Context: an optimization exercise on an open-source flow, tuned for small area, a short achievable clock period and few clock cycles. The choices shown serve that exercise and are no tape-out recipe.
Where RTL was checked, it was by simulation tests only, not by an equivalence proof against the original.

==> flow/design.v (excerpt) <==
module div_fp64(
	input         clock,
	input         reset,
	input         valid_in,
	input  [2:0]  rm,
	input  [63:0] dividend,
	input  [63:0] divisor,
	output        valid_out,
	output [63:0] quotient,
	output        nv,
	output        dz,
	output        of,
	output        uf,
	output        nx
);
wire [10:0] ea = dividend[62:52];
wire [10:0] eb = divisor[62:52];
wire [51:0] fa = dividend[51:0];
wire [51:0] fb = divisor[51:0];
wire a_ez = ~|ea;
wire b_ez = ~|eb;
wire a_eo = &ea;
wire b_eo = &eb;
wire a_fz = ~|fa;
wire b_fz = ~|fb;
wire a_zero = a_ez & a_fz;
wire b_zero = b_ez & b_fz;
wire a_inf  = a_eo & a_fz;
wire b_inf  = b_eo & b_fz;
wire a_nan  = a_eo & ~a_fz;
wire b_nan  = b_eo & ~b_fz;
wire a_snan = a_nan & ~fa[51];
wire b_snan = b_nan & ~fb[51];
wire zero_res = (a_zero & ~b_zero & ~b_nan) | (~a_eo & b_inf);
wire inf_res  = (a_inf & ~b_eo) | (~a_eo & ~a_zero & b_zero);
wire nan_res  = a_nan | b_nan | (a_zero & b_zero) | (a_inf & b_inf);
wire special  = zero_res | inf_res | nan_res;
wire sign     = dividend[63] ^ divisor[63];
wire [52:0] xa  = {~a_ez, fa};
wire [52:0] xb  = {~b_ez, fb};
wire [10:0] ea1 = {ea[10:1], ea[0] | a_ez};
wire [10:0] eb1 = {eb[10:1], eb[0] | b_ez};
reg         s_idle, s_norm, s_iter, s_post, s_shift, s_final;
reg         vout;
reg  [56:0] WS, WC;   
reg  [6:0]  Y;        
reg  [52:0] D;        
reg  [55:0] Q;        
reg  [12:0] E;        
  ...
==> flow/config.mk <==
export PLATFORM = sky130hd
export DESIGN_NAME = div_fp64
export DESIGN_NICKNAME = div_fp64
export VERILOG_FILES = /design/flow/design.v
export SDC_FILE = /design/flow/constraint.sdc
export NUM_CORES = 8
export LEC_CHECK = 0
export CAP_MARGIN = 20
export CORE_MARGIN = 2
export CORE_UTILIZATION = 40
export SETUP_SLACK_MARGIN = 0.2
export SLEW_MARGIN = 20
==> flow/constraint.sdc <==
create_clock -name core_clock -period 11.0 [get_ports {clock}]
set_input_delay 2.2000 -clock core_clock [delete_from_list [all_inputs] [get_ports {clock}]]
set_output_delay 2.2000 -clock core_clock [all_outputs]
set_load 0.01 [all_outputs]
standard.sh (not shown) runs the stock make flow with config.mk's settings and CLKGATE_MAP_FILE= SYNTH_SCRIPT=/design/flow/synth_recipe.tcl, a recipe that flattens the netlist after the stock synthesis.
==> flow/flow/run.sh <==
#!/bin/bash
set -euo pipefail
cd "$(dirname "$0")/.."
bash standard.sh synth > flow_synth.log 2>&1
bash standard.sh finish 'BUFFER_PORTS_ARGS=-buffer_cell sky130_fd_sc_hd__buf_1' SETUP_SLACK_MARGIN=7.5 > flow_layout.log 2>&1
The starting point produced a clean layout.
Testbench counts at the start, summed over its fixed seeds: cycles 379,545.
Edit:
==> flow/flow/run.sh (replaced) <==
#!/bin/bash
set -euo pipefail
cd "$(dirname "$0")/.."
bash standard.sh synth > flow_synth.log 2>&1
bash standard.sh finish 'BUFFER_PORTS_ARGS=-buffer_cell sky130_fd_sc_hd__buf_1' SETUP_SLACK_MARGIN=7 > flow_layout.log 2>&1
Outcome: The changed run ran to the end with no violations. Global-route usage shrinks by 0.18 points. Worst setup slack loses 400 ps. Non-clock buffer count falls by 36. Wire length decreases by 2.1%. Count of clock-buffer cells in the layout is unchanged. Via count shrinks by 0.93%.
Edit:
==> flow/run.sh (new file) <==
#!/bin/bash
# synth_recipe.tcl (not shown) runs the flow's synth.tcl, then flattens the netlist and writes it again
# the make line also repeats each setting of config.mk as NAME=value (left out here)
make -C /OpenROAD-flow-scripts/flow DESIGN_CONFIG=/design/flow/config.mk WORK_HOME=/design/flow/orfs CLKGATE_MAP_FILE= SYNTH_SCRIPT=/design/flow/synth_recipe.tcl finish
removed: flow/flow/run.sh
removed: flow/standard.sh
Outcome: Cell area goes up by a few percent. Cell count hardly moves. Routed wire length grows by a few percent. Sequential cell count is unchanged. Core utilization increases by 1.5 points. Hold slack gets worse by 87 ps. Sequential share of layout area went down by 0.77 points.

---

## main
Another version of the RTL of div_fp64 (not shown whole).
Size in the first run: ~2300 cells after synthesis, roughly 200 I/O pins.
clock: 11.0 ns
lec_check: 0
cap_margin: 20
core_margin: 2
core_utilization: 40
setup_slack_margin: 0.2
slew_margin: 20
run.sh (not shown) runs the stock make flow with config.mk's settings and CLKGATE_MAP_FILE= SYNTH_SCRIPT=/design/flow/synth_recipe.tcl, a recipe that flattens the netlist after the stock synthesis.
Stock flow here: none of the scripts above is used.
The following lists how the feature branch was set up differently from main:
- a change of SETUP_SLACK_MARGIN from 0.2 to 5
Notes after the runs:
Initial antenna violation count | the feature branch above main. Lower count of cells resized by post-cts repair among the feature branch and main: main. The feature branch vs. main: clock transition at the register clock pins on the worst setup and hold paths after CTS closely matched the old numbers, fraction of registers with async set/reset closely matched the old numbers.
No functional check of the RTL was part of any run of this note.

---

Another version of the RTL of div_fp64 (not shown whole).
Size in the first run: ~2,600 cells after synthesis.
Settings: LEC_CHECK=0, CAP_MARGIN=20, CORE_MARGIN=2, CORE_UTILIZATION=40, SETUP_SLACK_MARGIN=0.2, SLEW_MARGIN=20; clock period 11.0 ns.
The starting point completed with no timing, DRC or antenna violations.
Edit:
--- a/flow/config.mk
+++ b/flow/config.mk
@@ -9,4 +9,4 @@
 export CORE_MARGIN = 2
 export CORE_UTILIZATION = 40
-export SETUP_SLACK_MARGIN = 0.2
+export SETUP_SLACK_MARGIN = 5
 export SLEW_MARGIN = 20
=>
- non-clock buffer count does not change
- sequential share of layout area is about the same
- register-to-register slack is better by 20 ps
- clock skew barely changes
- maximum frequency increases by 2.6%
- cell count is unchanged
- hold slack stays flat
- routed wire length is about the same
No run of this note included a check of the RTL's function; only the layout flow was run.

separate check: timing with driven ports:
Ports are ideal in the flow. The routed layouts listed here were re-timed in OpenROAD. Step 1, drivers: a clkbuf_16 drives clock and a buf_2 each remaining input, both assumed. Step 2 also shifts input and output timing later by t, the mid clock arrival at the registers, as if the neighbouring blocks saw the same clock. Slacks: ideal ports / drivers / drivers and shift; pairs: ideal ports / drivers.
run | t (ns) | setup slack, ns | worst hold slack (ns) | worst setup path at the end | cell pins on the clock port's net
the first run of note 1 | 0.639 | 7.510 / 7.451 / 6.926 | 0.427 / 0.427 / 0.427 | input to register | 1
the second run of note 1 | 0.637 | 7.113 / 7.113 / 6.542 | 0.425 / 0.425 / 0.425 | input to register | 1
the third run of note 1 | 0.620 | 6.313 / 6.352 / 5.732 | 0.337 / 0.337 / 0.337 | input to register | 1
main | 0.524 | 3.156 / 3.156 / 2.826 | 0.617 / 0.617 / 0.617 | input to register | 1
the feature branch | 0.534 | 4.363 / 4.363 / 4.363 | 0.623 / 0.623 / 0.623 | register to register | 1
the first run of note 3 | 0.603 | 5.038 / 5.064 / 4.461 | 0.608 / 0.608 / 0.608 | input to register | 1
the second run of note 3 | 0.603 | 5.188 / 5.217 / 4.614 | 0.607 / 0.607 / 0.607 | input to register | 1
After both steps setup and hold are still met in every run listed. The setup slack of the first run of note 1, which loses most, moves by -0.059 ns with the drivers and by -0.584 ns with both steps.
